Context: an optimization exercise on an open-source flow, tuned for small area, a short achievable clock period and few clock cycles. The choices shown serve that exercise and are no tape-out recipe.
Only simulation tests tie the RTL to the original design; equivalence was not proved.
No driver is modelled on the clock port, so clock power and skew are understated where the tree is cut down; a real chip needs a root buffer or a tree.
Power is estimated from default activity; no workload was simulated.

Design fact_machine_wrapper, start of the top module:
module fact_machine_wrapper(
    input logic rst, go, clk,
    input logic [31:0] n,
    output logic [31:0] result,
    output logic done
    );
    logic        busy;        
    logic [5:0]  code;        
    logic [31:0] table_out;   
    logic t000, t001, t002, t003, t004, t005, t006, t007, t008, t009, t010, t011;
    logic t012, t013, t014, t015, t016, t017, t018, t019, t020, t021, t022, t023;
    logic t024, t025, t026, t027, t028, t029, t030, t031, t032, t033, t034, t035;
    logic t036, t037, t038, t039, t040, t041, t042, t043, t044, t045, t046, t047;
    logic t048, t049, t050, t051, t052, t053, t054, t055, t056, t057, t058, t059;
    logic t060, t061, t062, t063, t064, t065, t066, t067, t068, t069, t070, t071;
    logic t072, t073, t074, t075, t076, t077, t078, t079, t080, t081, t082, t083;
    logic t084, t085, t086, t087, t088, t089, t090, t091, t092, t093, t094, t095;
    logic t096, t097, t098, t099, t100, t101, t102, t103, t104, t105, t106, t107;
    logic t108, t109, t110, t111, t112, t113, t114, t115, t116, t117, t118, t119;
    logic t120, t121, t122, t123, t124, t125, t126, t127, t128, t129, t130, t131;
    logic t132, t133, t134, t135, t136, t137, t138, t139, t140, t141, t142, t143;
    logic t144, t145, t146, t147, t148, t149, t150, t151, t152, t153, t154, t155;
    logic t156, t157, t158, t159, t160, t161, t162, t163, t164, t165, t166, t167;
    logic t168, t169;
    assign t110 = code[2] & code[1];
    assign t111 = ~t110;
    assign t112 = ~code[0];
    assign t113 = ~code[3];
    assign t114 = ~code[5];
    assign t115 = code[4] & t114;
    assign t116 = t115 & t113;
    assign t117 = t116 & t112;
    assign t118 = t117 & t111;
    assign t119 = ~t118;
    assign t120 = code[2] & code[0];
    assign t121 = t120 & t116;
    assign t122 = ~t121;
    assign t123 = code[1] & t112;
    assign t124 = ~t123;
    assign t125 = ~code[4];
  ...
export LEC_CHECK = 0
export ABC_AREA = 1
export CAP_MARGIN = 20
export CORE_MARGIN = 2
export CORE_UTILIZATION = 25
export SLEW_MARGIN = 20
create_clock -name core_clock -period 5.0 [get_ports {clk}]
standard.sh (not shown) runs the stock make flow with config.mk's settings and CLKGATE_MAP_FILE= SYNTH_SCRIPT=/design/flow/synth_recipe.tcl, a recipe that flattens the netlist after the stock synthesis.
==> flow/flow/run.sh <==
#!/bin/bash
# The standard layout (standard.sh), with these changes:
#  - each port's buffer is a plain buf_1;
#  - after the standard synthesis, flow/fastor.py rebuilds the wide OR of the
#    operand bits that feeds the code registers as a fast NOR2/NAND tree
#    (it checks the function by simulation and touches no register);
#  - after CTS, the clock tree is replaced by three clock buffers on the
#    clock port, each driving a third of the registers (flow/onebuf.tcl), so
#    every register's clock passes through one buffer of the same kind.
# Each tool's output goes to a log of its own in this folder.
set -euo pipefail
W=$(pwd)
R=$W/orfs/results/sky130hd/fact_machine_wrapper/base
LIB=$FLOW_HOME/platforms/sky130hd/lib/sky130_fd_sc_hd__tt_025C_1v80.lib
export BUFFER_PORTS_ARGS="-buffer_cell sky130_fd_sc_hd__buf_1"
bash standard.sh $R/1_2_yosys.v > standard_synth.log 2>&1
cp $R/1_2_yosys.v $W/standard_1_2_yosys.v
python3 $W/flow/fastor.py $LIB $W/standard_1_2_yosys.v $W/fastor.v > fastor.log 2>&1
cp $W/fastor.v $R/1_2_yosys.v
bash standard.sh $R/4_cts.odb > standard_to_cts.log 2>&1
IN_ODB=$R/4_cts.odb OUT_ODB=$R/4_cts.odb CLK_NBUF=3 CLK_BUF=sky130_fd_sc_hd__clkbuf_8 CLK_PORT=clk \
PLATFORM_DIR=$FLOW_HOME/platforms/sky130hd \
  openroad -no_init -exit $W/flow/onebuf.tcl > onebuf.log 2>&1
bash standard.sh > standard.log 2>&1
Other scripts of this flow, unchanged in this note and not shown: flow/flow/fastor.py, flow/flow/onebuf.tcl
The first run finished clean.
Testbench counts at the start, summed over its fixed seeds: cycles 960.
Rerun with:
- CORE_UTILIZATION: 25 -> 55
- SETUP_SLACK_MARGIN: not set -> 3.25
After rerunning: Global-route usage is higher by 10 points. Sequential cell count is unchanged. Hold slack stays flat.
No run of this note takes its clock network from TritonCTS; it comes from the design's own scripts or RTL.

* * *

== fjord ==
fact_machine_wrapper, a different RTL version from the one above (not shown whole).
Size in the first run: about 240 cells after synthesis, roughly 40 flip-flops, about 68 I/O pins.
Design fact_machine_wrapper, start of the top module:
module fact_machine_wrapper(
    input logic rst, go, clk,
    input logic [31:0] n,
    output logic [31:0] result,
    output logic done
    );
Settings: LEC_CHECK=0, ABC_AREA=1, CAP_MARGIN=20, CORE_MARGIN=2, CORE_UTILIZATION=25, SETUP_SLACK_MARGIN=3.3, SLEW_MARGIN=20; clock period 5.0 ns.
==> flow/flow/run.sh <==
#!/bin/bash
# The standard layout (standard.sh), with these changes:
#  - each port's buffer is a plain buf_1;
#  - if flow/resyn.scr exists, the combinational logic of the standard
#    synthesis is re-synthesised with that ABC script (flow/resyn.tcl);
#    flip-flops are kept exactly as the standard synthesis made them;
#  - after CTS, the clock tree is replaced by three clock buffers on the
#    clock port, each driving a third of the registers (flow/onebuf.tcl), so
#    every register's clock passes through one buffer of the same kind.
# Each tool's output goes to a log of its own in this folder.
set -euo pipefail
W=$(pwd)
R=$W/orfs/results/sky130hd/fact_machine_wrapper/base
export BUFFER_PORTS_ARGS="-buffer_cell sky130_fd_sc_hd__buf_1"
if [[ -f $W/flow/resyn.scr ]]; then
  bash standard.sh $R/1_2_yosys.v > standard_synth.log 2>&1
  cp $R/1_2_yosys.v $W/standard_1_2_yosys.v
  YOSYS=${YOSYS_EXE:-$(dirname "$FLOW_HOME")/tools/install/yosys/bin/yosys}
  LIB=$FLOW_HOME/platforms/sky130hd/lib/sky130_fd_sc_hd__tt_025C_1v80.lib \
  IN=$W/standard_1_2_yosys.v OUT=$W/resyn.v TOP=$FLOW_TOP ABCSCRIPT=$W/flow/resyn.scr \
    $YOSYS -c $W/flow/resyn.tcl > resyn.log 2>&1
  cp $W/resyn.v $R/1_2_yosys.v
fi
bash standard.sh $R/4_cts.odb > standard_to_cts.log 2>&1
IN_ODB=$R/4_cts.odb OUT_ODB=$R/4_cts.odb CLK_NBUF=3 CLK_BUF=sky130_fd_sc_hd__clkbuf_8 CLK_PORT=clk \
PLATFORM_DIR=$FLOW_HOME/platforms/sky130hd \
  openroad -no_init -exit $W/flow/onebuf.tcl > onebuf.log 2>&1
bash standard.sh > standard.log 2>&1
==> flow/flow/onebuf.tcl <==
# Replace the clock tree that CTS built by CLK_NBUF clock buffers (cell
# CLK_BUF) that the clock port drives, each driving an equal share of the
# registers, grouped by position. Every register's clock then passes through
# exactly one buffer of the same kind. CTS's dummy loads are removed.
read_db $::env(IN_ODB)
set block [ord::get_db_block]
set buf_master [[ord::get_db] findMaster $::env(CLK_BUF)]
set clk_net [$block findNet $::env(CLK_PORT)]
set root ""
foreach it [$clk_net getITerms] {
  if {[$it isInputSignal]} { set root [$it getInst] }
}
if {$root eq ""} { error "no buffer on the clock port" }
set root_out ""
foreach it [$root getITerms] { if {[$it isOutputSignal]} { set root_out [$it getNet] } }
# collect every clock buffer below the root, level by level
set todo [list $root_out]
set sinks {}
set dead_insts {}
set dead_nets {}
while {[llength $todo]} {
  set net [lindex $todo 0]; set todo [lrange $todo 1 end]
  foreach it [$net getITerms] {
    if {![$it isInputSignal]} continue
    set inst [$it getInst]
    set m [[$inst getMaster] getName]
    if {[string match "sky130_fd_sc_hd__clkbuf_*" $m] || [string match "sky130_fd_sc_hd__buf_*" $m]} {
      lappend dead_insts $inst
      foreach o [$inst getITerms] {
        if {![$o isOutputSignal]} continue
        set onet [$o getNet]
        if {$onet eq "NULL" || $onet eq ""} continue
        lappend todo $onet
        lappend dead_nets $onet
      }
    } elseif {[$it getMTerm] ne "" && [[$it getMTerm] getName] eq "CLK"} {
      lappend sinks $it
    } else {
      # a dummy load CTS added for balancing: its output drives nothing
      foreach o [$inst getITerms] {
        if {![$o isOutputSignal]} continue
        set onet [$o getNet]
        if {$onet eq "NULL" || $onet eq ""} continue
        if {[llength [$onet getITerms]] > 1 || [llength [$onet getBTerms]] > 0} { error "clock sink [$inst getName] drives logic" }
        lappend dead_nets $onet
      }
      lappend dead_insts $inst
    }
  }
}
puts "clock sinks: [llength $sinks], buffers removed: [llength $dead_insts]"
foreach it $sinks { $it disconnect }
foreach inst $dead_insts { odb::dbInst_destroy $inst }
foreach net $dead_nets { odb::dbNet_destroy $net }
odb::dbInst_destroy $root
odb::dbNet_destroy $root_out
# split the sinks into K groups of equal size by position (slices across the
# wider side of their bounding box), each driven by one buffer on the port
set K $::env(CLK_NBUF)
set pts {}
set x0 1e18; set x1 -1e18; set y0 1e18; set y1 -1e18
foreach it $sinks {
  set b [[$it getInst] getBBox]
  set x [expr {([$b xMin] + [$b xMax]) / 2}]; set y [expr {([$b yMin] + [$b yMax]) / 2}]
  lappend pts [list $it $x $y]
  set x0 [expr {min($x0, $x)}]; set x1 [expr {max($x1, $x)}]; set y0 [expr {min($y0, $y)}]; set y1 [expr {max($y1, $y)}]
}
set key [expr {($x1 - $x0) >= ($y1 - $y0) ? 1 : 2}]
set pts [lsort -integer -index $key $pts]
set n [llength $pts]
for {set g 0} {$g < $K} {incr g} {
  set lo [expr {$g * $n / $K}]; set hi [expr {($g + 1) * $n / $K - 1}]
  set grp [lrange $pts $lo $hi]
  set net [odb::dbNet_create $block "clknet_$g"]
  $net setSigType CLOCK
  set inst [odb::dbInst_create $block $buf_master "clkbuf_$g"]
  [$inst findITerm A] connect $clk_net
  [$inst findITerm X] connect $net
  [$inst findITerm VPWR] connect [$block findNet VDD]
  [$inst findITerm VGND] connect [$block findNet VSS]
  [$inst findITerm VPB] connect [$block findNet VDD]
  [$inst findITerm VNB] connect [$block findNet VSS]
  set xs 0; set ys 0
  foreach p $grp { [lindex $p 0] connect $net; set xs [expr {$xs + [lindex $p 1]}]; set ys [expr {$ys + [lindex $p 2]}] }
  set m [llength $grp]
  $inst setLocation [expr {$xs / $m}] [expr {$ys / $m}]
  $inst setPlacementStatus PLACED
  puts "clock buffer clkbuf_$g drives $m sinks"
}
source $::env(PLATFORM_DIR)/setRC.tcl
detailed_placement
check_placement -verbose
write_db $::env(OUT_ODB)
Other scripts of this flow, unchanged in this note and not shown: flow/flow/resyn.tcl
Testbench counts of fjord, summed over its fixed seeds: cycles 960.
Input-level comparison between juniper and fjord:
- SETUP_SLACK_MARGIN: 3.3 -> 3.25
diff --git a/flow/flow/run.sh b/flow/flow/run.sh
--- a/flow/flow/run.sh
+++ b/flow/flow/run.sh
@@ -23,5 +23,5 @@
 fi
 bash standard.sh $R/4_cts.odb > standard_to_cts.log 2>&1
-IN_ODB=$R/4_cts.odb OUT_ODB=$R/4_cts.odb CLK_NBUF=3 CLK_BUF=sky130_fd_sc_hd__clkbuf_8 CLK_PORT=clk \
+IN_ODB=$R/4_cts.odb OUT_ODB=$R/4_cts.odb CLK_NBUF=2 CLK_BUF=sky130_fd_sc_hd__clkbuf_16 CLK_PORT=clk \
 PLATFORM_DIR=$FLOW_HOME/platforms/sky130hd \
   openroad -no_init -exit $W/flow/onebuf.tcl > onebuf.log 2>&1
## What came out
juniper ended with every stage complete and zero timing, DRC or antenna violations. juniper vs fjord: register area down slightly. ~same part of the cycle the worst path needs in fjord and juniper. Filler cell count of juniper is on par with fjord. Higher post-route cell area goes to fjord over juniper. Worst IR drop on VDD on juniper is up relative to fjord. Compared juniper vs fjord, and routed length on met2 is down in juniper. Setup slack: juniper > fjord. Total power of juniper is higher than that of fjord. juniper: power dissipated in combinational cells about 4.5% below fjord.
Setup changes, juniper to willow
- SETUP_SLACK_MARGIN now 3.3, was 3.25
diff --git a/flow/flow/run.sh b/flow/flow/run.sh
--- a/flow/flow/run.sh
+++ b/flow/flow/run.sh
@@ -23,5 +23,5 @@
 fi
 bash standard.sh $R/4_cts.odb > standard_to_cts.log 2>&1
-IN_ODB=$R/4_cts.odb OUT_ODB=$R/4_cts.odb CLK_NBUF=2 CLK_BUF=sky130_fd_sc_hd__clkbuf_16 CLK_PORT=clk \
+IN_ODB=$R/4_cts.odb OUT_ODB=$R/4_cts.odb CLK_NBUF=3 CLK_BUF=sky130_fd_sc_hd__clkbuf_8 CLK_PORT=clk \
 PLATFORM_DIR=$FLOW_HOME/platforms/sky130hd \
   openroad -no_init -exit $W/flow/onebuf.tcl > onebuf.log 2>&1
==> flow/flow/resyn.scr (new file) <==
strash
collapse
sop
fx
strash
balance -l
 resub -K 6 -l
 rewrite -l
 resub -K 6 -N 2 -l
 refactor -l
 resub -K 8 -l
 balance -l
 resub -K 8 -N 2 -l
 rewrite -l
 resub -K 10 -l
 rewrite -z -l
 resub -K 10 -N 2 -l
 balance -l
 resub -K 12 -l
 refactor -z -l
 resub -K 12 -N 2 -l
 rewrite -z -l
 balance -l
&get -n
&st
&if -g -K 6
&synch2
&if -g -K 6
&synch2
&put
dch -f
map -D 700
topo
stime -p
==> comparison <==
- Summary — number of standard-cell rows in the floorplan, willow relative to juniper: lower, by 3.4%.
- juniper reports its most frequent standard cell in the layout excluding fill and tap cells as sky130_fd_sc_hd__nand2_1 while willow reports sky130_fd_sc_hd__buf_1.
- Net count of the mapped netlist (willow / juniper): 0.834
- Diff juniper -> willow: sequential cell area in the final layout +about 0.6%, register-to-register slack -0.03 ns, final critical-path required period +0.23 ns.
- Of willow and juniper, the lower utilization of the core after routing belongs to juniper.
- | power | lower: juniper |
Setup changes, willow to pepper
- changing SETUP_SLACK_MARGIN from 3.3 to 3.4
removed: flow/flow/resyn.scr
Notes after the runs:
- Netlist area before placement delta for pepper relative to willow: 130 µm² higher
- Summary of pepper over willow: area growth from synthesis to final layout lost 3.6 points; wire length of the first global-routing pass picked up an extra 2.8%; net count reported at finish picked up an extra 31.
- Looking at willow and pepper, the global-route usage is a wash.
- From willow to pepper the numbers moved as follows: flip-flop and latch area climbed about 0.7%; sequential share of power up 1.1 points.
- The sequential power in pepper sits about 1% above the value recorded for willow.
- From willow to pepper the numbers moved as follows: die area higher, synthesized cell count rose by 24%.
No run of this note takes its clock network from TritonCTS; it comes from the design's own scripts or RTL.

## separate check: timing with driven ports
The results above use ideal ports. As a check the final layouts listed here were re-extracted and re-timed, cells and wires unchanged.
Step 1 sets driving cells, clkbuf_16 on the clock port and buf_2 on the other inputs (assumed; they add their load-dependent delay and slew).
Step 2, shift: input delay + t, output delay - t, t = (earliest + latest rising clock arrival at the registers) / 2. This alone moves slack from input paths to output paths.
Three values: ideal ports, drivers, drivers and shift; two values: the first two.
run	t (ns)	setup slack, ns	hold WS [ns]	clock arrival spread, ns	pins driven straight from the clock port
the first run of note 1	0.189	3.174 / 3.174 / 3.174	0.481 / 0.481 / 0.481	0.010 / 0.010	3
the second run of note 1	0.185	3.360 / 3.367 / 3.198	0.478 / 0.478 / 0.478	0.005 / 0.005	3
fjord	0.188	3.358 / 3.357 / 3.195	0.473 / 0.473 / 0.473	0.006 / 0.005	3
juniper	0.191	3.362 / 3.325 / 3.200	0.481 / 0.481 / 0.481	0.009 / 0.008	2
willow	0.185	3.129 / 3.152 / 2.966	0.479 / 0.479 / 0.479	0.009 / 0.009	3
pepper	0.188	3.347 / 3.367 / 3.184	0.468 / 0.468 / 0.468	0.010 / 0.011	3
After both steps every run listed still meets setup and hold.
